From an optimization exercise on the open Yosys and OpenROAD flow, aimed at small area, a short achievable clock period and few clock cycles per item; shortcuts taken in it are not production practice.
Only simulation tests tie the RTL to the original design; equivalence was not proved.
In every run shown here, the design's own scripts or RTL, not TritonCTS, make the clock network.
No driver is modelled on the clock port, so clock power and skew are understated where the tree is cut down; a real chip needs a root buffer or a tree.

[config.mk]
export PLATFORM = sky130hd
export DESIGN_NAME = RCL
export DESIGN_NICKNAME = RCL
export VERILOG_FILES = /design/flow/design.v
export SDC_FILE = /design/flow/constraint.sdc
export NUM_CORES = 4
export LEC_CHECK = 0
export CAP_MARGIN = 20
export CORE_MARGIN = 2
export CORE_UTILIZATION = 65
export GPL_TIMING_DRIVEN = 0
export SLEW_MARGIN = 20
export SYNTH_HIERARCHICAL = 1
export BUFFER_PORTS_ARGS = -buffer_cell sky130_fd_sc_hd__buf_1
[constraint.sdc]
create_clock -name core_clock -period 80.0 [get_ports {clk}]
set_input_delay 16.0000 -clock core_clock [delete_from_list [all_inputs] [get_ports {clk}]]
set_output_delay 16.0000 -clock core_clock [all_outputs]
set_load 0.01 [all_outputs]
[design.v]
module RCL(
    clk,
    rst_n,
    in_valid,
    coef_Q,
    coef_L,
    out_valid,
    out
);
input clk, rst_n, in_valid;
input [4:0] coef_Q, coef_L;
output reg out_valid;
output reg [1:0] out;
reg [4:0] l1, q1;
reg [9:0] x, d;
reg [1:0] cnt;
wire first = cnt[0] & ~cnt[1];    
wire third = cnt[0] & cnt[1];     
wire nfirst = ~first;
wire [4:0] qm = third ? 5'd1 : q1;
wire [9:0] x_next, d_next;
wire [2:0] s_hi;
wire [6:0] s_lo;
wire [14:0] f;
wire n1 = (~x[0] & nfirst);
wire n2 = ~(l1[0] & qm[0]);
wire n3;
RCL_xn un3 (.a(n1), .b(n2), .y(n3));
wire n4 = ~(~x[1] & nfirst);
wire n5 = ~(l1[0] & qm[1]);
wire n6 = ~(l1[1] & qm[0]);
wire n7, n8;
RCL_fa un7 (.a(n4), .b(n5), .c(n6), .s(n7), .co(n8));
wire n9 = (n1 & ~n2);
wire n10;
RCL_xn un10 (.a(n9), .b(n7), .y(n10));
wire n11 = ~(l1[0] & qm[2]);
wire n12 = ~(l1[1] & qm[1]);
wire n13, n14;
RCL_fa un13 (.a(n11), .b(n12), .c(n8), .s(n13), .co(n14));
wire n15 = ~(l1[2] & qm[0]);
wire n16 = ~(n9 & ~n7);
wire n17, n18;
RCL_fa un17 (.a(n15), .b(n16), .c(n13), .s(n17), .co(n18));
wire n19 = (~x[2] & nfirst);
wire n20;
RCL_xn un20 (.a(n19), .b(n17), .y(n20));
wire n21 = ~(l1[0] & qm[3]);
wire n22, n23;
RCL_fa un22 (.a(n21), .b(n14), .c(n18), .s(n22), .co(n23));
wire n24 = ~(l1[2] & qm[1]);
wire n25 = ~(l1[3] & qm[0]);
wire n26, n27;
RCL_fa un26 (.a(n24), .b(n25), .c(n22), .s(n26), .co(n27));
wire n28 = ~(l1[1] & qm[2]);
wire n29 = ~(n19 & ~n17);
wire n30, n31;
RCL_fa un30 (.a(n28), .b(n29), .c(n26), .s(n30), .co(n31));
wire n32 = (~x[3] & nfirst);
wire n33;
RCL_xn un33 (.a(n32), .b(n30), .y(n33));
wire n34 = ~(l1[1] & qm[3]);
wire n35 = ~(l1[2] & qm[2]);
wire n36 = ~(l1[3] & qm[1]);
wire n37, n38;
RCL_fa un37 (.a(n34), .b(n35), .c(n36), .s(n37), .co(n38));
wire n39, n40;
RCL_fa un39 (.a(n37), .b(n23), .c(n27), .s(n39), .co(n40));
wire n41 = ~(~x[4] & nfirst);
wire n42, n43;
RCL_fa un42 (.a(n41), .b(n31), .c(n39), .s(n42), .co(n43));
wire n44 = ~(l1[0] & qm[4]);
wire n45 = ~(l1[4] & qm[0]);
wire n46 = ~n42;
wire n47, n48;
RCL_fa un47 (.a(n44), .b(n45), .c(n46), .s(n47), .co(n48));
wire n49 = (n32 & ~n30);
wire n50;
RCL_x2 un50 (.a(n49), .b(n47), .y(n50));
wire n51 = ~(l1[3] & qm[2]);
wire n52 = ~(l1[2] & qm[3]);
wire n53, n54;
RCL_fa un53 (.a(n52), .b(n40), .c(n43), .s(n53), .co(n54));
wire n55 = (~x[5] & nfirst);
wire n56 = ~(l1[1] & qm[4]);
wire n57 = ~(l1[4] & qm[1]);
wire n58, n59;
RCL_fa un58 (.a(n55), .b(n56), .c(n57), .s(n58), .co(n59));
wire n60 = ~n53;
wire n61, n62;
RCL_fa un61 (.a(n58), .b(n60), .c(n48), .s(n61), .co(n62));
wire n63;
RCL_xn un63 (.a(n51), .b(n38), .y(n63));
wire n64 = (n49 & n47);
wire n65, n66;
RCL_fa un65 (.a(n63), .b(n64), .c(n61), .s(n65), .co(n66));
wire n67 = ~(l1[2] & qm[4]);
wire n68 = ~(l1[4] & qm[2]);
wire n69, n70;
RCL_fa un69 (.a(n67), .b(n68), .c(n59), .s(n69), .co(n70));
wire n71, n72;
RCL_fa un71 (.a(n69), .b(n62), .c(n66), .s(n71), .co(n72));
wire n73 = (~x[6] & nfirst);
wire n74 = (l1[3] & qm[3]);
wire n75 = ~(n51 & n38);
wire n76, n77;
RCL_fa un76 (.a(n73), .b(n74), .c(n75), .s(n76), .co(n77));
wire n78 = ~n54;
wire n79, n80;
RCL_fa un79 (.a(n76), .b(n78), .c(n71), .s(n79), .co(n80));
wire n81 = ~(l1[3] & qm[4]);
wire n82, n83;
RCL_fa un82 (.a(n81), .b(n70), .c(n77), .s(n82), .co(n83));
wire n84 = (~x[7] & nfirst);
wire n85 = ~(l1[4] & qm[3]);
wire n86, n87;
RCL_fa un86 (.a(n84), .b(n85), .c(n82), .s(n86), .co(n87));
wire n88, n89;
RCL_fa un88 (.a(n86), .b(n72), .c(n80), .s(n88), .co(n89));
wire n90 = (l1[4] & qm[4]);
wire n91, n92;
RCL_fa un91 (.a(n90), .b(n83), .c(n87), .s(n91), .co(n92));
wire n93 = (x[8] & nfirst);
wire n94, n95;
RCL_fa un94 (.a(n93), .b(n91), .c(n89), .s(n94), .co(n95));
wire n96 = (x[9] & nfirst);
wire n97;
RCL_xn un97 (.a(n96), .b(n92), .y(n97));
wire n98;
RCL_x2 un98 (.a(n97), .b(n95), .y(n98));
wire n99 = ~n3;
wire n100 = ~n10;
wire n101 = ~n20;
wire n102 = ~n33;
wire n103 = ~n50;
wire n104 = ~n65;
wire n105 = ~n79;
wire n106 = ~n88;
wire n107 = ~(d[0] & nfirst);
wire n108;
RCL_xn un108 (.a(l1[0]), .b(n107), .y(n108));
wire n109 = ~(d[1] & nfirst);
wire n110 = (l1[0] & ~n107);
wire n111;
RCL_xn un111 (.a(n109), .b(n110), .y(n111));
wire n112 = ~l1[1];
wire n113 = ~(l1[0] & l1[1]);
wire n114 = ~(d[2] & nfirst);
wire n115, n116;
RCL_fa un115 (.a(n112), .b(n113), .c(n114), .s(n115), .co(n116));
wire n117 = (~n109 & n110);
wire n118;
RCL_xn un118 (.a(n115), .b(n117), .y(n118));
wire n119 = ~(l1[0] & l1[2]);
wire n120 = ~(d[3] & nfirst);
wire n121, n122;
RCL_fa un121 (.a(n119), .b(n120), .c(n116), .s(n121), .co(n122));
wire n123 = (~n115 & n117);
wire n124;
RCL_xn un124 (.a(n121), .b(n123), .y(n124));
wire n125 = ~(l1[0] & l1[3]);
wire n126 = ~(l1[1] & l1[2]);
wire n127, n128;
RCL_fa un127 (.a(n125), .b(n126), .c(n122), .s(n127), .co(n128));
wire n129 = ~l1[2];
wire n130 = ~(d[4] & nfirst);
wire n131, n132;
RCL_fa un131 (.a(n129), .b(n130), .c(n127), .s(n131), .co(n132));
wire n133 = (~n121 & n123);
wire n134;
RCL_xn un134 (.a(n133), .b(n131), .y(n134));
wire n135 = ~(l1[0] & l1[4]);
wire n136 = (l1[1] & l1[3]);
wire n137 = (~d[5] & nfirst);
wire n138, n139;
RCL_fa un138 (.a(n135), .b(n136), .c(n137), .s(n138), .co(n139));
wire n140 = (n133 & ~n131);
wire n141;
RCL_xn un141 (.a(n128), .b(n132), .y(n141));
wire n142, n143;
RCL_fa un142 (.a(n138), .b(n140), .c(n141), .s(n142), .co(n143));
wire n144 = ~(l1[1] & l1[4]);
wire n145, n146;
RCL_fa un145 (.a(l1[3]), .b(n144), .c(n139), .s(n145), .co(n146));
wire n147 = ~(n128 & n132);
wire n148, n149;
RCL_fa un148 (.a(n145), .b(n147), .c(n143), .s(n148), .co(n149));
wire n150 = (l1[2] & l1[3]);
wire n151 = (d[6] & nfirst);
wire n152, n153;
RCL_fa un152 (.a(n150), .b(n151), .c(n148), .s(n152), .co(n153));
wire n154, n155;
RCL_fa un154 (.a(n146), .b(n149), .c(n153), .s(n154), .co(n155));
wire n156 = ~(l1[2] & l1[4]);
wire n157 = (d[7] & nfirst);
wire n158, n159;
RCL_fa un158 (.a(n156), .b(n157), .c(n154), .s(n158), .co(n159));
wire n160 = ~(l1[3] & l1[4]);
wire n161 = (d[8] & nfirst);
wire n162, n163;
RCL_fa un162 (.a(l1[4]), .b(n160), .c(n161), .s(n162), .co(n163));
wire n164, n165;
RCL_fa un164 (.a(n162), .b(n155), .c(n159), .s(n164), .co(n165));
wire n166 = (d[9] & nfirst);
wire n167;
RCL_xn un167 (.a(n166), .b(n163), .y(n167));
wire n168;
RCL_x2 un168 (.a(n167), .b(n165), .y(n168));
wire n169 = (q1[0] & d[0]);
wire n170;
RCL_xn un170 (.a(n169), .b(n99), .y(n170));
wire n171 = ~(q1[0] & d[1]);
wire n172 = ~(q1[1] & d[0]);
wire n173;
RCL_xn un173 (.a(n171), .b(n172), .y(n173));
wire n174 = ~(n169 & n99);
wire n175;
RCL_x2 un175 (.a(n173), .b(n174), .y(n175));
wire n176 = ~(n173 & n174);
wire n177 = ~(q1[0] & d[2]);
wire n178 = ~(q1[1] & d[1]);
wire n179 = ~(q1[2] & d[0]);
wire n180, n181;
RCL_fa un180 (.a(n177), .b(n178), .c(n179), .s(n180), .co(n181));
wire n182 = ~(~n171 & ~n172);
wire n183 = ~(n99 | n100);
wire n184, n185;
RCL_fa un184 (.a(n182), .b(n180), .c(n183), .s(n184), .co(n185));
wire n186;
RCL_xn un186 (.a(n100), .b(n176), .y(n186));
wire n187;
RCL_x2 un187 (.a(n186), .b(n184), .y(n187));
wire n188 = ~(q1[1] & d[2]);
wire n189 = ~(q1[2] & d[1]);
wire n190 = ~(q1[3] & d[0]);
wire n191, n192;
RCL_fa un191 (.a(n188), .b(n189), .c(n190), .s(n191), .co(n192));
wire n193 = ~(q1[0] & d[3]);
wire n194 = ~(n100 & n176);
wire n195, n196;
RCL_fa un195 (.a(n193), .b(n191), .c(n194), .s(n195), .co(n196));
wire n197 = (n186 & n184);
wire n198 = ~(n99 | n101);
wire n199, n200;
RCL_fa un199 (.a(n197), .b(n195), .c(n198), .s(n199), .co(n200));
wire n201;
RCL_xn un201 (.a(n181), .b(n185), .y(n201));
wire n202;
RCL_x2 un202 (.a(n201), .b(n199), .y(n202));
wire n203 = ~(q1[0] & d[4]);
wire n204 = ~(q1[1] & d[3]);
wire n205 = ~(q1[3] & d[1]);
wire n206 = ~(q1[4] & d[0]);
wire n207, n208;
RCL_fa un207 (.a(n204), .b(n205), .c(n206), .s(n207), .co(n208));
wire n209 = ~(q1[2] & d[2]);
wire n210, n211;
RCL_fa un210 (.a(n209), .b(n207), .c(n196), .s(n210), .co(n211));
wire n212 = ~(n100 | n101);
wire n213, n214;
RCL_fa un213 (.a(n212), .b(n210), .c(n200), .s(n213), .co(n214));
wire n215 = ~(n201 & n199);
wire n216 = ~n213;
wire n217, n218;
RCL_fa un217 (.a(n101), .b(n215), .c(n216), .s(n217), .co(n218));
wire n219 = ~(n181 | n185);
wire n220 = ~(~n99 & ~n102);
wire n221, n222;
RCL_fa un221 (.a(n219), .b(n220), .c(n217), .s(n221), .co(n222));
wire n223;
RCL_xn un223 (.a(n203), .b(n192), .y(n223));
wire n224;
RCL_xn un224 (.a(n223), .b(n221), .y(n224));
wire n225 = ~(q1[1] & d[4]);
wire n226 = ~(q1[4] & d[1]);
wire n227, n228;
RCL_fa un227 (.a(n225), .b(n226), .c(n208), .s(n227), .co(n228));
wire n229, n230;
RCL_fa un229 (.a(n227), .b(n211), .c(n214), .s(n229), .co(n230));
wire n231 = ~(q1[0] & ~d[5]);
wire n232 = ~(q1[2] & d[3]);
wire n233 = ~(q1[3] & d[2]);
wire n234, n235;
RCL_fa un234 (.a(n231), .b(n232), .c(n233), .s(n234), .co(n235));
wire n236 = ~(n100 | n102);
wire n237, n238;
RCL_fa un237 (.a(n234), .b(n236), .c(n229), .s(n237), .co(n238));
wire n239 = ~n237;
wire n240, n241;
RCL_fa un240 (.a(n218), .b(n239), .c(n222), .s(n240), .co(n241));
wire n242 = ~(n203 | n192);
wire n243 = ~(~n99 & ~n103);
wire n244, n245;
RCL_fa un244 (.a(n242), .b(n243), .c(n240), .s(n244), .co(n245));
wire n246 = (n223 & ~n221);
wire n247;
RCL_xn un247 (.a(n246), .b(n244), .y(n247));
wire n248 = ~(q1[4] & d[2]);
wire n249, n250;
RCL_fa un249 (.a(n248), .b(n235), .c(n228), .s(n249), .co(n250));
wire n251 = ~(q1[0] & d[6]);
wire n252 = ~(q1[2] & d[4]);
wire n253 = ~(q1[3] & d[3]);
wire n254, n255;
RCL_fa un254 (.a(n251), .b(n252), .c(n253), .s(n254), .co(n255));
wire n256, n257;
RCL_fa un256 (.a(n254), .b(n249), .c(n230), .s(n256), .co(n257));
wire n258 = ~n102;
wire n259, n260;
RCL_fa un259 (.a(n258), .b(n238), .c(n256), .s(n259), .co(n260));
wire n261 = ~n259;
wire n262, n263;
RCL_fa un262 (.a(n261), .b(n241), .c(n245), .s(n262), .co(n263));
wire n264 = ~(n101 | n102);
wire n265 = ~(n100 | n103);
wire n266 = ~(n99 | n104);
wire n267, n268;
RCL_fa un267 (.a(n264), .b(n265), .c(n266), .s(n267), .co(n268));
wire n269 = ~(q1[1] & ~d[5]);
wire n270 = ~n262;
wire n271, n272;
RCL_fa un271 (.a(n269), .b(n270), .c(n267), .s(n271), .co(n272));
wire n273 = (n246 & ~n244);
wire n274;
RCL_x2 un274 (.a(n273), .b(n271), .y(n274));
wire n275 = ~(q1[1] & d[6]);
wire n276, n277;
RCL_fa un276 (.a(n275), .b(n255), .c(n250), .s(n276), .co(n277));
wire n278, n279;
RCL_fa un278 (.a(n276), .b(n257), .c(n260), .s(n278), .co(n279));
wire n280 = ~(q1[0] & d[7]);
wire n281 = ~(q1[3] & d[4]);
wire n282 = ~(q1[4] & d[3]);
wire n283, n284;
RCL_fa un283 (.a(n280), .b(n281), .c(n282), .s(n283), .co(n284));
wire n285, n286;
RCL_fa un285 (.a(n283), .b(n278), .c(n268), .s(n285), .co(n286));
wire n287 = ~(n101 | n103);
wire n288, n289;
RCL_fa un288 (.a(n287), .b(n272), .c(n285), .s(n288), .co(n289));
wire n290 = ~(n100 | n104);
wire n291 = ~n263;
wire n292, n293;
RCL_fa un292 (.a(n290), .b(n291), .c(n288), .s(n292), .co(n293));
wire n294 = ~(q1[2] & ~d[5]);
wire n295 = ~(n99 | n105);
wire n296, n297;
RCL_fa un296 (.a(n294), .b(n295), .c(n292), .s(n296), .co(n297));
wire n298 = ~(n273 & n271);
wire n299;
RCL_xn un299 (.a(n298), .b(n296), .y(n299));
wire n300 = ~(q1[1] & d[7]);
wire n301 = ~(q1[0] & d[8]);
wire n302 = ~(q1[2] & d[6]);
wire n303 = ~(q1[4] & d[4]);
wire n304, n305;
RCL_fa un304 (.a(n301), .b(n302), .c(n303), .s(n304), .co(n305));
wire n306 = ~(q1[3] & ~d[5]);
wire n307, n308;
RCL_fa un307 (.a(n306), .b(n304), .c(n277), .s(n307), .co(n308));
wire n309 = ~(n102 | n103);
wire n310, n311;
RCL_fa un310 (.a(n307), .b(n309), .c(n279), .s(n310), .co(n311));
wire n312 = ~(n101 | n104);
wire n313, n314;
RCL_fa un313 (.a(n312), .b(n310), .c(n286), .s(n313), .co(n314));
wire n315, n316;
RCL_fa un315 (.a(n289), .b(n313), .c(n293), .s(n315), .co(n316));
wire n317 = ~n103;
wire n318, n319;
RCL_fa un318 (.a(n317), .b(n297), .c(n315), .s(n318), .co(n319));
wire n320 = ~(n100 | n105);
wire n321 = (~n298 & n296);
wire n322, n323;
RCL_fa un322 (.a(n320), .b(n321), .c(n318), .s(n322), .co(n323));
wire n324;
RCL_xn un324 (.a(n300), .b(n284), .y(n324));
wire n325 = ~(~n99 & ~n106);
wire n326, n327;
RCL_fa un326 (.a(n324), .b(n325), .c(n322), .s(n326), .co(n327));
wire n328 = ~(q1[1] & d[8]);
wire n329 = ~(q1[2] & d[7]);
wire n330, n331;
RCL_fa un330 (.a(n328), .b(n329), .c(n305), .s(n330), .co(n331));
wire n332 = ~(q1[3] & d[6]);
wire n333, n334;
RCL_fa un333 (.a(n332), .b(n330), .c(n308), .s(n333), .co(n334));
wire n335 = ~(q1[0] & d[9]);
wire n336, n337;
RCL_fa un336 (.a(n335), .b(n333), .c(n311), .s(n336), .co(n337));
wire n338 = ~(n101 | n105);
wire n339, n340;
RCL_fa un339 (.a(n336), .b(n338), .c(n314), .s(n339), .co(n340));
wire n341, n342;
RCL_fa un341 (.a(n339), .b(n316), .c(n319), .s(n341), .co(n342));
wire n343, n344;
RCL_fa un343 (.a(n323), .b(n341), .c(n327), .s(n343), .co(n344));
wire n345 = ~(q1[4] & ~d[5]);
wire n346 = ~(~n300 & ~n284);
wire n347 = ~(n102 | n104);
wire n348, n349;
RCL_fa un348 (.a(n345), .b(n346), .c(n347), .s(n348), .co(n349));
wire n350 = ~(~n100 & ~n106);
wire n351, n352;
RCL_fa un351 (.a(n348), .b(n350), .c(n343), .s(n351), .co(n352));
wire n353 = ~(q1[2] & d[8]);
wire n354 = ~(q1[1] & d[9]);
wire n355 = ~(q1[3] & d[7]);
wire n356 = ~(q1[4] & d[6]);
wire n357, n358;
RCL_fa un357 (.a(n354), .b(n355), .c(n356), .s(n357), .co(n358));
wire n359, n360;
RCL_fa un359 (.a(n357), .b(n349), .c(n337), .s(n359), .co(n360));
wire n361 = ~n104;
wire n362, n363;
RCL_fa un362 (.a(n334), .b(n361), .c(n359), .s(n362), .co(n363));
wire n364 = ~(n102 | n105);
wire n365, n366;
RCL_fa un365 (.a(n364), .b(n362), .c(n340), .s(n365), .co(n366));
wire n367, n368;
RCL_fa un367 (.a(n365), .b(n342), .c(n344), .s(n367), .co(n368));
wire n369 = ~(n103 | n104);
wire n370, n371;
RCL_fa un370 (.a(n369), .b(n352), .c(n367), .s(n370), .co(n371));
wire n372;
RCL_xn un372 (.a(n353), .b(n331), .y(n372));
wire n373 = ~(~n101 & ~n106);
wire n374, n375;
RCL_fa un374 (.a(n372), .b(n373), .c(n370), .s(n374), .co(n375));
wire n376 = ~(q1[2] & d[9]);
wire n377 = ~(q1[4] & d[7]);
wire n378, n379;
RCL_fa un378 (.a(n376), .b(n377), .c(n358), .s(n378), .co(n379));
wire n380 = ~(q1[3] & d[8]);
wire n381 = ~(~n353 & ~n331);
wire n382, n383;
RCL_fa un382 (.a(n380), .b(n378), .c(n381), .s(n382), .co(n383));
wire n384, n385;
RCL_fa un384 (.a(n382), .b(n360), .c(n363), .s(n384), .co(n385));
wire n386 = ~(n103 | n105);
wire n387, n388;
RCL_fa un387 (.a(n386), .b(n384), .c(n366), .s(n387), .co(n388));
wire n389, n390;
RCL_fa un389 (.a(n387), .b(n368), .c(n371), .s(n389), .co(n390));
wire n391 = ~(~n102 & ~n106);
wire n392, n393;
RCL_fa un392 (.a(n391), .b(n375), .c(n389), .s(n392), .co(n393));
wire n394 = ~(q1[4] & d[8]);
wire n395, n396;
RCL_fa un395 (.a(n394), .b(n379), .c(n383), .s(n395), .co(n396));
wire n397, n398;
RCL_fa un397 (.a(n395), .b(n385), .c(n388), .s(n397), .co(n398));
wire n399 = ~(q1[3] & d[9]);
wire n400 = ~n105;
wire n401 = ~(n104 | n105);
wire n402, n403;
RCL_fa un402 (.a(n399), .b(n400), .c(n401), .s(n402), .co(n403));
wire n404, n405;
RCL_fa un404 (.a(n402), .b(n397), .c(n390), .s(n404), .co(n405));
wire n406 = ~(~n103 & ~n106);
wire n407, n408;
RCL_fa un407 (.a(n406), .b(n393), .c(n404), .s(n407), .co(n408));
wire n409 = ~(q1[4] & d[9]);
wire n410, n411;
RCL_fa un410 (.a(n409), .b(n396), .c(n403), .s(n410), .co(n411));
wire n412 = ~(~n104 & ~n106);
wire n413, n414;
RCL_fa un413 (.a(n412), .b(n410), .c(n398), .s(n413), .co(n414));
wire n415, n416;
RCL_fa un415 (.a(n413), .b(n405), .c(n408), .s(n415), .co(n416));
wire n417 = ~(n105 | n106);
wire n418 = ~n411;
wire n419 = n106 ^ n417 ^ n418;
wire n420 = ~n419;
wire n421 = n420 ^ n414 ^ n416;
wire n422 = ~n142;
assign x_next = {n98, n94, n106, n105, n104, n103, n102, n101, n100, n99};
assign d_next = {n168, n164, n158, n152, n422, n134, n124, n118, n111, n108};
assign s_hi = {n98, n94, ~n106};
assign s_lo = {~n105, ~n104, ~n103, ~n102, ~n101, ~n100, ~n99};
assign f = {n421, n415, n407, n392, n374, n351, n326, n299, n274, n247, n224, n202, n187, n175, n170};
wire big = ~((s_hi == 3'b000) | ((s_hi == 3'b111) & (s_lo != 7'd0)));
wire lt = ~big & f[14];
wire eq = ~big & (f == 15'd0);
always @(posedge clk) begin
	l1 <= coef_L;
	q1 <= coef_Q;
	x <= x_next;
	d <= d_next;
end
always @(posedge clk or negedge rst_n) begin
	if (!rst_n) begin
		cnt <= 2'd0;
		out_valid <= 1'b0;
		out <= 2'd0;
	end else begin
		cnt <= in_valid ? cnt + 2'd1 : 2'd0;
		out_valid <= third;
		out <= third ? {lt, eq} : 2'd0;
	end
end
endmodule
module RCL_fa(a, b, c, s, co);
input a, b, c;
output s, co;
assign s = a ^ b ^ c;
assign co = (a & b) | (a & c) | (b & c);
endmodule
module RCL_x2(a, b, y);
input a, b;
output y;
assign y = a ^ b;
endmodule
module RCL_xn(a, b, y);
input a, b;
output y;
assign y = ~(a ^ b);
endmodule
module RCL_ha(a, b, s, co);
input a, b;
output s, co;
assign s = a ^ b;
assign co = a & b;
endmodule
[flow/run.sh]
#!/bin/bash
# Standard layout, with the port buffers made of sky130_fd_sc_hd__buf_1 cells
# and the clock tree replaced by one clock buffer (flow/one_clock_buffer.tcl).
set -euo pipefail
here=$(pwd)
echo 'export BUFFER_PORTS_ARGS = -buffer_cell sky130_fd_sc_hd__buf_1' >> config.mk
export POST_CTS_TCL="$here/flow/one_clock_buffer.tcl"
bash standard.sh > standard.log 2>&1
[flow/one_clock_buffer.tcl]
# Runs after ORFS's clock tree synthesis (POST_CTS_TCL hook). The design has
# few registers, so the tree is replaced by one level of clock buffers: the
# clock port drives CLOCK_BUFS buffers, each of which drives the clock pins of
# the registers nearest to it (the registers split by x coordinate).
set nbuf 3
set bufcell sky130_fd_sc_hd__clkbuf_8
set block [ord::get_db_block]
set db [ord::get_db]
set clk_net [[$block findBTerm clk] getNet]

# the clock tree's buffers and dummy loads, and the nets they drive
set tree_insts {}
set tree_nets {}
foreach inst [$block getInsts] {
  set name [$inst getName]
  if { [string match "clkbuf_*" $name] || [string match "clkload*" $name] } {
    lappend tree_insts $inst
    set out [$inst findITerm X]
    if { $out == "NULL" } { set out [$inst findITerm Y] }
    if { $out != "NULL" && [$out getNet] != "NULL" } { lappend tree_nets [$out getNet] }
  }
}

set regs {}
foreach inst [$block getInsts] {
  if { [string match "sky130_fd_sc_hd__df*" [[$inst getMaster] getName]] } {
    lappend regs [list [lindex [$inst getLocation] 0] $inst]
  }
}
set regs [lsort -integer -index 0 $regs]
set n [llength $regs]
foreach inst $tree_insts { odb::dbInst_destroy $inst }
foreach net $tree_nets { odb::dbNet_destroy $net }

set master [$db findMaster $bufcell]
for { set b 0 } { $b < $nbuf } { incr b } {
  set lo [expr { $b * $n / $nbuf }]
  set hi [expr { ($b + 1) * $n / $nbuf }]
  set net [odb::dbNet_create $block clknet_$b]
  $net setSigType CLOCK
  set sx 0
  set sy 0
  foreach r [lrange $regs $lo [expr { $hi - 1 }]] {
    set inst [lindex $r 1]
    set it [$inst findITerm CLK]
    $it disconnect
    $it connect $net
    set loc [$inst getLocation]
    incr sx [lindex $loc 0]
    incr sy [lindex $loc 1]
  }
  set buf [odb::dbInst_create $block $master clkbuf_$b]
  [$buf findITerm A] connect $clk_net
  [$buf findITerm X] connect $net
  set k [expr { $hi - $lo }]
  $buf setLocation [expr { $sx / $k }] [expr { $sy / $k }]
  $buf setPlacementStatus PLACED
}
puts "one_clock_buffer: $n registers on $nbuf buffers, removed [llength $tree_insts] tree cells"
detailed_placement
estimate_parasitics -placement
report_clock_skew
[standard.sh]
#!/bin/bash
# synth_recipe.tcl (not shown) runs the flow's synth.tcl, then flattens the netlist and writes it again
# the make line also repeats each setting of config.mk as NAME=value (left out here)
make -C /OpenROAD-flow-scripts/flow DESIGN_CONFIG=/design/flow/config.mk WORK_HOME=/design/flow/orfs CLKGATE_MAP_FILE= SYNTH_SCRIPT=/design/flow/synth_recipe.tcl "${@:-finish}"
==> impl_metrics.json, run 1 <==
{
  "status": "finished clean",
  "fillers": 461,
  "avgSynthCellArea_um2": 10.6,
  "wire_per_inst_um": 17.5,
  "cts.sinks": 35,
  "drtAntennaViolNets": 0,
  "finalSetupTns_ns": 0,
  "die_y_um": 83.4,
  "yosysTopAreaCell": "fa_1",
  "place_ws_ns": 63.53,
  "drc_errors": 0,
  "firstDrtPassIters": 4,
  "cp.required_ns": 64.00,
  "row_count": 28,
  "clk_pin_slew_ns": 0.08,
  "final_cell_mix": "fa_1, nand2_1, nor2_1, dfxtp_1, xnor2_1",
  "routed_wl_um": 8410,
  "post-route-period-util_pct": 20.8,
  "clkLatencyLatePin_ns": 0.15,
  "rsz0062_at_grt": "no",
  "path_cells": "buf_1",
  "grt_pass1_wl_um": 14900,
  "synth.distinct_cells": 33,
  "n_antenna_cell": 0,
  "path_max_fanout": 1,
  "worst_slew_pin_slew_ns": 0.662,
  "crit_type": "flip-flop to primary output",
  "drv_cap": 0,
  "start_util_pct": 68.3,
  "ys_ff_latch": 35,
  "drive_gt1_share_pct": 2.72,
  "dpl-instance-area_um2": 4240,
  "synth-async-reset-ratio_pct": 14.3,
  "final_core_util_pct": 71.5,
  "grt.total_usage_pct": 27.6,
  "critPathBufInv": 1,
  "setup_viol": 0,
  "gp_congestion": 0.827,
  "seqCellArea_um2": 726,
  "clock.fmax_ghz": 0.0602,
  "grt_pass1_vias": 3211,
  "instances_no_fill": 480,
  "fin_worst_skew_ns": 0.0162,
  "crit_family": "flip-flops",
  "dp_hpwl_um": 6930,
  "drt_iter0_drc": 148,
  "port-buffer-count": 15,
  "finalHoldViolations": 0,
  "overflow": 0,
  "cp-start-kind": "flip-flop",
  "fin_crit_ns": 16.62,
  "synth-main-ff-cell": "dfxtp_1",
  "yosys_warnings": 7,
  "die_area_um2": 6950,
  "multi_input_area_um2": 3220,
  "layout_commonest_cell": "fa_1",
  "io_pins": 16,
  "setup_ws_ns": 63.38,
  "synth_area_um2": 4090,
  "die_x_um": 83.4,
  "slowest_delay_ns": 0.36,
  "synth.yosys.seq_area_share_pct": 17.7,
  "grt_start_max_net_pins": 13,
  "post-route-cell-area_um2": 4280,
  "post-place-cells": 477,
  "slew_viol_final": 0,
  "coreArea_um2": 5990,
  "yosys.area.top_type_share_pct": 50.4,
  "vias": 2700,
  "fin_nets": 525,
  "synthCells": 387,
  "antenna_found_initial": 0,
  "hold_path.class": "flip-flop to flip-flop",
  "whs_ns": 0.461,
  "synthTopCellsByArea": "fa_1, dfxtp_1, nand2_1, xnor2_1, dfrtp_1",
  "crit_arrival_ns": 0.62,
  "routed_via_density": 5.63,
  "maxSlewHeadroom_pct": 55.7,
  "critPathCaptureType": "primary output",
  "syn2layout_area_growth_pct": 4.68,
  "critPathSlowestCell": "dfrtp_1",
  "synth-edff-count": 0
}
[sequential cells by signal, summed over array words and instances, names as in the netlist]
name and flops:
out_valid 1, x 10, q1 5, cnt 2, d 10, out 2
l1 5
[logic make-up (layout without fill, tap and decap cells)]
group | after synthesis | count (layout) | synth area share (%)
simple gates | 170 | 170 | 18.9
fa+ha+maj | 105 | 105 | 51.0
buf+inv | 36 | 54 | 3.52
flops | 35 | 35 | 17.7
xor+xnor | 32 | 32 | 7.18
compound gates | 9 | 9 | 1.68
[synth_stat cells, types with 5 or more instances]
master	count
dfrtp_1	5
inv_1	20
xnor2_1	24
nand2_1	85
clkbuf_1	12
and2_1	7
nor2_1	30
nor2b_1	15
xor2_1	7
fa_1	103
o21ai_0	5
nand2b_1	11
dfxtp_1	30
nor4_1	5
[modules after synthesis (local to each module, per instance)]
module,area (um2),cells,copies in the design
RCL,1770,254,1
RCL_fa,20.0,1,103
RCL_x2,8.76,1,7
RCL_xn,8.76,1,23
[layer usage]
metal	track usage (%)	share of wire, %	wire, um	vias up
met5	0	0	0	-
met4	6.41	1.9	160	0
met3	5.37	6.2	519	14
met2	49.6	52	4360	73
met1	34.8	40	3370	1405
li1	-	-	-	1208
[final timing paths]
kind	from	to	slack, ns	depth (start not counted)
worst max-delay path	out[0]	out[0]	63.38	1
worst min-delay path	l1[0]	d[0]	0.46	1
worst max register to register	cnt[0]	out[0]	65.28	36
worst min register to register	l1[0]	d[0]	0.46	1
max in group asynchronous	rst_n	cnt[0]	64.05	1
min in group asynchronous	rst_n	out[0]	15.72	1
[cell type report]
| cell class | instances | share of cell area [%] |
|---|---|---|
| sequential | 35 | 16.9 |
| inverter | 22 | 1.93 |
| timing repair buffer | 15 | 1.31 |
| tap | 75 | 2.19 |
| buffer | 17 | 2.39 |
| multi-input combinational | 316 | 75.2 |
Testbench counts, summed over its fixed seeds: cycles 11,992, items 2,400.
==> run 2, diff against run 1 <==
--- a/flow/run.sh
+++ b/flow/run.sh
@@ -6,2 +6,3 @@
 echo 'export BUFFER_PORTS_ARGS = -buffer_cell sky130_fd_sc_hd__buf_1' >> config.mk
+echo 'export REMOVE_ABC_BUFFERS = 1' >> config.mk
 export POST_CTS_TCL="$here/flow/one_clock_buffer.tcl"
--- a/config.mk
+++ b/config.mk
@@ -14 +14,2 @@
 export BUFFER_PORTS_ARGS = -buffer_cell sky130_fd_sc_hd__buf_1
+export REMOVE_ABC_BUFFERS = 1
==> impl_metrics.json, run 2 <==
{
  "finalHoldViolations": 0,
  "synth-main-ff-cell": "dfxtp_1",
  "fin_worst_skew_ns": 0.0151,
  "cp-start-kind": "flip-flop",
  "worstReg2RegStart": "cnt[0]",
  "synthSimpleGateAreaFrac_pct": 18.9,
  "routed_wl_um": 7820,
  "ys_ff_latch": 35,
  "crit_family": "flip-flops",
  "cp-startpoint": "out[1]",
  "coreArea_um2": 5990,
  "grt.total_usage_pct": 25.2,
  "drc_errors": 0,
  "die_y_um": 83.4,
  "synth.distinct_cells": 33,
  "critPathCaptureType": "primary output",
  "grt_pass1_wl_um": 13700,
  "vias": 2589,
  "synth_fa_ha_area_share_pct": 51.0,
  "rr_endpoint": "out[0]",
  "reg2reg_depth": 34,
  "fillers": 473,
  "routed_via_density": 5.56,
  "post-route-period-util_pct": 20.8,
  "clock.fmax_ghz": 0.0601,
  "worst_slew_pin_slew_ns": 0.800,
  "row_count": 28,
  "synth-xor-area-share_pct": 7.18,
  "clkLatencyLatePin_ns": 0.15,
  "path_max_fanout": 1,
  "die_area_um2": 6950,
  "wire_per_inst_um": 16.8,
  "synth_commonest_cells": "fa_1, nand2_1, dfxtp_1, nor2_1, xnor2_1",
  "crit_arrival_ns": 0.63,
  "endpoint": "out[1]",
  "overflow": 0,
  "synth-async-reset-ratio_pct": 14.3,
  "crit_type": "flip-flop to primary output",
  "n_antenna_cell": 0,
  "slowest_delay_ns": 0.37,
  "top_regs": "d (10), x (10)",
  "rsz0062_at_grt": "no",
  "maxSlewHeadroom_pct": 46.7,
  "gp_congestion": 0.845,
  "start_util_pct": 68.3,
  "r2r_slack_ns": 65.64,
  "critPathBufInv": 1,
  "final_cell_mix": "fa_1, nand2_1, nor2_1, dfxtp_1, xnor2_1",
  "drtAntennaViolNets": 0,
  "yosysTopAreaCell": "fa_1",
  "yosysMostFrequentCell": "fa_1",
  "clk_pin_slew_ns": 0.07,
  "critPathSlowestCell": "dfrtp_1",
  "syn2layout_area_growth_pct": 3.18,
  "synthCells": 387,
  "synth-edff-count": 0,
  "drv_cap": 0,
  "path_cells": "buf_1",
  "synthTopCellsByArea": "fa_1, dfxtp_1, nand2_1, xnor2_1, dfrtp_1",
  "finalSetupTns_ns": 0,
  "port-buffer-count": 15,
  "dpl-instance-area_um2": 4180,
  "synth_compound_area_share_pct": 1.68,
  "cts.sinks": 35,
  "fin_crit_ns": 16.63,
  "post-route-cell-area_um2": 4220,
  "synth.yosys.seq_area_share_pct": 17.7,
  "cp.required_ns": 64.00,
  "slew_viol_final": 0,
  "yosys.area.top_type_share_pct": 50.4,
  "dp_hpwl_um": 6450,
  "layout_commonest_cell": "fa_1",
  "yosys_warnings": 7,
  "drive_gt1_share_pct": 2.30,
  "die_x_um": 83.4,
  "hold_path.class": "flip-flop to flip-flop",
  "grt_start_max_net_pins": 25,
  "firstDrtPassIters": 4,
  "drt_iter0_drc": 125,
  "io_pins": 16,
  "antenna_found_initial": 0,
  "avgSynthCellArea_um2": 10.6,
  "cp.depth": 1,
  "setup_viol": 0,
  "synth.area.mux_share_pct": 0,
  "synth_area_um2": 4090,
  "synth_top_family_by_area": "adder cells",
  "status": "finished clean",
  "grt_pass1_vias": 2883,
  "fin_nets": 511
}
[run 2: cell counts after synthesis]
Identical to the previous run, type by type.
[run 2: worst min-delay path by stage]
| stage | from | to | slack, ns | cells after the start |
|---|---|---|---|---|
| 3_5_place_dp | cnt[0] | cnt[0] | 0.47 | 1 |
| 6_report | cnt[0] | cnt[0] | 0.48 | 1 |
| 2_1_floorplan | cnt[0] | cnt[0] | 0.44 | 1 |
| 5_1_grt | cnt[0] | cnt[0] | 0.50 | 1 |
| 3_3_place_gp | cnt[0] | cnt[0] | 0.46 | 1 |
[run 2: cells by family after synthesis]
family                   Yosys count
flip-flops                        35
AND/OR/NAND/NOR                  170
buffers and inverters             36
AO/OA/AOI/OAI                      9
adder cells (fa/ha/maj)          105
XOR/XNOR                          32
[run 2: routing by layer]
metal  wire [um]  track usage, %  vias up
li1            -               -     1183
met1        3040            32.8     1344
met2        4310            45.6       54
met3         404            4.57        8
met4          64            3.13        0
met5           0               0        -
[run 2: layout make-up]
| type | instances | area [um2] | area share (%) |
|---|---|---|---|
| multi-input combinational | 316 | 3220 | 76.3 |
| timing repair buffer | 15 | 56.3 | 1.33 |
| sequential | 35 | 726 | 17.2 |
| inverter | 22 | 82.6 | 1.96 |
| buffer | 3 | 41.3 | 0.978 |
| tap | 75 | 93.8 | 2.22 |
[run 2: modules after synthesis (local to each module, per instance)]
module  area (um2)  copies in the design
RCL_fa        20.0                   103
RCL_xn        8.76                    23
RCL_x2        8.76                     7
RCL           1770                     1
[run 2: per-stage QoR]
stage	utilization, %	instances	hold slack (ns)	worst slack [ns]
final	70.5	466	0.475	63.37
after floorplan	-	373	0.437	63.62
after global routing	70.5	466	0.498	63.33
after global placement	69.8	463	0.456	63.54
after detailed placement	69.8	463	0.473	63.52
==> run 3, diff against run 2 <==
--- a/flow/run.sh
+++ b/flow/run.sh
@@ -2,3 +2,5 @@
 # Standard layout, with the port buffers made of sky130_fd_sc_hd__buf_1 cells
-# and the clock tree replaced by one clock buffer (flow/one_clock_buffer.tcl).
+# and the clock tree replaced by one level of clock buffers
+# (flow/one_clock_buffer.tcl). Buffers that synthesis added are removed at
+# floorplan (REMOVE_ABC_BUFFERS).
 set -euo pipefail
==> impl_metrics.json, run 3 <==
{
  "crit_type": "flip-flop to primary output",
  "vias": 2589,
  "place_ws_ns": 63.52,
  "die_area_um2": 6950,
  "grt.total_usage_pct": 25.2,
  "worst_slew_pin_slew_ns": 0.800,
  "post-route-period-util_pct": 20.8,
  "fin_nets": 511,
  "n_antenna_cell": 0,
  "maxSlewHeadroom_pct": 46.7,
  "start_util_pct": 68.3,
  "wire_per_inst_um": 16.8,
  "synth-edff-count": 0,
  "synth_area_um2": 4090,
  "synth_commonest_cells": "fa_1, nand2_1, dfxtp_1, nor2_1, xnor2_1",
  "synth.distinct_cells": 33,
  "critPathBufInv": 1,
  "hold_path.class": "flip-flop to flip-flop",
  "fillers": 473,
  "crit_family": "flip-flops",
  "die_y_um": 83.4,
  "fin_worst_skew_ns": 0.0151,
  "syn2layout_area_growth_pct": 3.18,
  "coreArea_um2": 5990,
  "slew_viol_final": 0,
  "path_max_fanout": 1,
  "row_count": 28,
  "antenna_found_initial": 0,
  "yosysTopAreaCell": "fa_1",
  "top_regs": "d (10), x (10)",
  "crit_arrival_ns": 0.63,
  "finalHoldViolations": 0,
  "routed_via_density": 5.56,
  "grt_pass1_vias": 2883,
  "rsz0062_at_grt": "no",
  "path_cells": "buf_1",
  "cp-startpoint": "out[1]",
  "drc_errors": 0,
  "cp.depth": 1,
  "ys_ff_latch": 35,
  "critPathSlowestCell": "dfrtp_1",
  "yosysMostFrequentCell": "fa_1",
  "avgSynthCellArea_um2": 10.6,
  "clkLatencyLatePin_ns": 0.15,
  "clock.fmax_ghz": 0.0601,
  "dp_hpwl_um": 6450,
  "die_x_um": 83.4,
  "synth.yosys.seq_area_share_pct": 17.7,
  "drt_iter0_drc": 125,
  "cp.required_ns": 64.00,
  "yosys.area.top_type_share_pct": 50.4,
  "port-buffer-count": 15,
  "synth-main-ff-cell": "dfxtp_1",
  "finalSetupTns_ns": 0,
  "grt_start_max_net_pins": 25,
  "slowest_delay_ns": 0.37,
  "status": "finished clean",
  "io_pins": 16,
  "worstReg2RegStart": "cnt[0]",
  "overflow": 0,
  "drtAntennaViolNets": 0,
  "fin_crit_ns": 16.63,
  "firstDrtPassIters": 4,
  "setup_viol": 0,
  "min_path_cells": 1,
  "cp-start-kind": "flip-flop",
  "grt_pass1_wl_um": 13700,
  "routed_wl_um": 7820,
  "r2r_slack_ns": 65.64,
  "reg2reg_depth": 34,
  "cts.sinks": 35,
  "yosys_warnings": 7,
  "drv_cap": 0,
  "drive_gt1_share_pct": 2.30,
  "gp_congestion": 0.845,
  "synthTopCellsByArea": "fa_1, dfxtp_1, nand2_1, xnor2_1, dfrtp_1",
  "layout_commonest_cell": "fa_1",
  "final_cell_mix": "fa_1, nand2_1, nor2_1, dfxtp_1, xnor2_1",
  "synth-async-reset-ratio_pct": 14.3,
  "synthCells": 387,
  "critPathCaptureType": "primary output",
  "setup_ws_ns": 63.37,
  "min_from": "cnt[0]",
  "clk_pin_slew_ns": 0.07
}
## run 3: logic make-up after synthesis
kind of cell | after synthesis | share of synthesized area (%)
and+or+nand+nor | 170 | 18.9
adders and majority gates | 105 | 51.0
buffers and inverters | 36 | 3.52
DFF | 35 | 17.7
xor gates and xnor gates | 32 | 7.18
AOI/OAI and AO/OA | 9 | 1.68
## run 3: path summary, 6_finish.rpt
check | end
worst min register to register | cnt[0]
max in group asynchronous | cnt[0]
worst max register to register | out[0]
worst min-delay path | cnt[0]
worst max-delay path | out[1]
min in group asynchronous | out_valid
## run 3: final cells by class
cell class              count  area (um2)  share of cell area [%]
inverters                  22        82.6                    1.96
multi-input cells         316        3220                    76.3
repair buffers             15        56.3                    1.33
plain buffers               3        41.3                   0.978
flip-flops and latches     35         726                    17.2
well taps                  75        93.8                    2.22
## run 3: per-stage QoR
step | cells | utilization, % | area [um2] | hold WS [ns]
after floorplan | 373 | - | 4030 | 0.437
after global placement | 463 | 69.8 | 4180 | 0.456
after detailed placement | 463 | 69.8 | 4180 | 0.473
after global routing | 466 | 70.5 | 4220 | 0.498
final | 466 | 70.5 | 4220 | 0.475
## run 3: Yosys stat by module, one instance, submodules excluded
module / area [um2] / flip-flops and latches / times used
RCL: 1770 / 35 / 1
RCL_fa: 20.0 / 0 / 103
RCL_x2: 8.76 / 0 / 7
RCL_xn: 8.76 / 0 / 23
## run 3: metal layers
layer  vias to the layer above  global-route usage (%)  routed length, um
met5                         -                       0                  0
met4                         0                    3.13                 64
met3                         8                    4.57                404
met2                        54                    45.6               4310
met1                      1344                    32.8               3040
li1                       1183                       -                  -
==> run 4, diff against run 3 <==
--- a/flow/one_clock_buffer.tcl
+++ b/flow/one_clock_buffer.tcl
@@ -2,6 +2,6 @@
 # few registers, so the tree is replaced by one level of clock buffers: the
-# clock port drives CLOCK_BUFS buffers, each of which drives the clock pins of
+# clock port drives nbuf buffers, each of which drives the clock pins of
 # the registers nearest to it (the registers split by x coordinate).
-set nbuf 3
-set bufcell sky130_fd_sc_hd__clkbuf_8
+set nbuf 4
+set bufcell sky130_fd_sc_hd__clkbuf_4
 set block [ord::get_db_block]
==> impl_metrics.json, run 4 <==
{
  "reg2reg_depth": 34,
  "rr_endpoint": "out[0]",
  "synthTopCellsByArea": "fa_1, dfxtp_1, nand2_1, xnor2_1, dfrtp_1",
  "clkLatencyLatePin_ns": 0.18,
  "die_y_um": 83.4,
  "top_regs": "d (10), x (10)",
  "hold_path.class": "flip-flop to flip-flop",
  "seqCellArea_um2": 726,
  "status": "finished clean",
  "fin_nets": 512,
  "worstReg2RegStart": "cnt[0]",
  "drc_errors": 0,
  "grt_pass1_wl_um": 13700,
  "antenna_found_initial": 0,
  "firstDrtPassIters": 4,
  "final_cell_mix": "fa_1, nand2_1, nor2_1, dfxtp_1, xnor2_1",
  "io_pins": 16,
  "critPathSlowestCell": "dfrtp_1",
  "drt_iter0_drc": 132,
  "instances_no_fill": 467,
  "clk_pin_slew_ns": 0.12,
  "fin_worst_skew_ns": 0.0321,
  "fillers": 471,
  "path_cells": "buf_1",
  "routed_wl_um": 7880,
  "synth.distinct_cells": 33,
  "min_path_cells": 1,
  "start_util_pct": 68.3,
  "post-route-cell-area_um2": 4210,
  "crit_arrival_ns": 0.68,
  "finalHoldViolations": 0,
  "n_antenna_cell": 0,
  "grt_start_max_net_pins": 25,
  "cp-start-kind": "flip-flop",
  "hold_end": "cnt[0]",
  "critPathBufInv": 1,
  "synth-main-ff-cell": "dfxtp_1",
  "overflow": 0,
  "gp_congestion": 0.845,
  "setup_viol": 0,
  "layout_commonest_cell": "fa_1",
  "cts.sinks": 35,
  "synthCells": 387,
  "synth.yosys.seq_area_share_pct": 17.7,
  "die_x_um": 83.4,
  "port-buffer-count": 15,
  "min_from": "cnt[0]",
  "syn2layout_area_growth_pct": 2.90,
  "synth_commonest_cells": "fa_1, nand2_1, dfxtp_1, nor2_1, xnor2_1",
  "row_count": 28,
  "cp-startpoint": "out[0]",
  "yosysTopAreaCell": "fa_1",
  "cp.required_ns": 64.00,
  "path_max_fanout": 1,
  "yosys.area.top_type_share_pct": 50.4,
  "grt.total_usage_pct": 25.2,
  "crit_type": "flip-flop to primary output",
  "dp_hpwl_um": 6450,
  "rsz0062_at_grt": "no",
  "avgSynthCellArea_um2": 10.6,
  "wire_per_inst_um": 16.9,
  "r2r_slack_ns": 65.65,
  "vias": 2589,
  "drtAntennaViolNets": 0,
  "grt_pass1_vias": 2881,
  "post-route-period-util_pct": 20.8,
  "routed_via_density": 5.54,
  "yosysMostFrequentCell": "fa_1",
  "die_area_um2": 6950,
  "clock.fmax_ghz": 0.0600,
  "post-place-cells": 463,
  "synth-edff-count": 0,
  "critPathCaptureType": "primary output",
  "synth_area_um2": 4090,
  "finalSetupTns_ns": 0,
  "slew_viol_final": 0,
  "ys_ff_latch": 35,
  "drv_cap": 0,
  "drive_gt1_share_pct": 2.55,
  "crit_family": "flip-flops",
  "worst_slew_pin_slew_ns": 0.800,
  "multi_input_area_um2": 3220,
  "synth-async-reset-ratio_pct": 14.3,
  "dpl-instance-area_um2": 4180,
  "slowest_delay_ns": 0.38,
  "fin_crit_ns": 16.68,
  "coreArea_um2": 5990,
  "yosys_warnings": 7,
  "maxSlewHeadroom_pct": 46.7
}
## run 4: cell counts after synthesis
No cell type changed its count.
## run 4: cells by family (layout without fill, tap and decap cells)
group                      Yosys count  in the layout  synth area share (%)
AOI/OAI and AO/OA                    9              9                  1.68
xor gates and xnor gates            32             32                  7.18
adders and majority gates          105            105                  51.0
DFF                                 35             35                  17.7
and+or+nand+nor                    170            170                  18.9
buffers and inverters               36             41                  3.52
## run 4: per-module statistics from Yosys (local to each module, per instance)
module	cells	times used	cell area [um2]	flops+latches
RCL_x2	1	7	8.76	0
RCL_fa	1	103	20.0	0
RCL	254	1	1770	35
RCL_xn	1	23	8.76	0
## run 4: area by class of cell
cell class	instances	share of cell area, %
flip-flops and latches	35	17.2
repair buffers	15	1.34
well taps	75	2.23
multi-input cells	316	76.5
inverters	22	1.96
plain buffers	4	0.713
## run 4: worst max path at each step
stage,endpoint,slack [ns],cells past startpoint
after floorplan,out[0],63.62,0
after global placement,out[1],63.54,1
after detailed placement,out[1],63.52,1
after global routing,out_valid,63.30,1
final,out[0],63.32,1
## run 4: metal layers
metal	vias to the layer above	wire length (um)	track usage, %
li1	1183	-	-
met1	1349	3180	33.1
met2	50	4280	45.8
met3	7	360	3.68
met4	0	59	3.73
met5	-	0	0
## run 4: through the flow
step | utilization [%] | setup WS (ns) | hold WS, ns
2_1_floorplan | - | 63.62 | 0.437
3_3_place_gp | 69.8 | 63.54 | 0.456
3_5_place_dp | 69.8 | 63.52 | 0.473
5_1_grt | 70.3 | 63.30 | 0.500
6_report | 70.3 | 63.32 | 0.479

## port drivers added, routing unchanged
How much do the figures lean on ideal ports? The routed layouts below were timed once more, with nothing changed but the port constraints.
Step 1 (the two cells are an assumption about what drives the block):
set clk [get_ports {clk}]
set_driving_cell -lib_cell sky130_fd_sc_hd__clkbuf_16 $clk
set_driving_cell -lib_cell sky130_fd_sc_hd__buf_2 [delete_from_list [all_inputs] $clk]
Step 2 also shifts input and output timing later by t, the mid clock arrival at the registers, as if the neighbouring blocks saw the same clock.
a / b / c = ideal / step 1 / step 2; a / b = the first two.
| run | t (ns) | setup WS [ns] | worst hold slack (ns) | clock arrival spread, ns |
|---|---|---|---|---|
| run 1 | 0.187 | 63.381 / 63.331 / 63.518 | 0.461 / 0.461 / 0.461 | 0.017 / 0.016 |
| run 2 | 0.182 | 63.367 / 63.323 / 63.505 | 0.475 / 0.475 / 0.475 | 0.016 / 0.015 |
| run 3 | 0.182 | 63.367 / 63.323 / 63.505 | 0.475 / 0.475 / 0.475 | 0.016 / 0.015 |
| run 4 | 0.203 | 63.325 / 63.282 / 63.485 | 0.479 / 0.479 / 0.479 | 0.032 / 0.032 |
After both steps setup and hold are still met in every run listed.
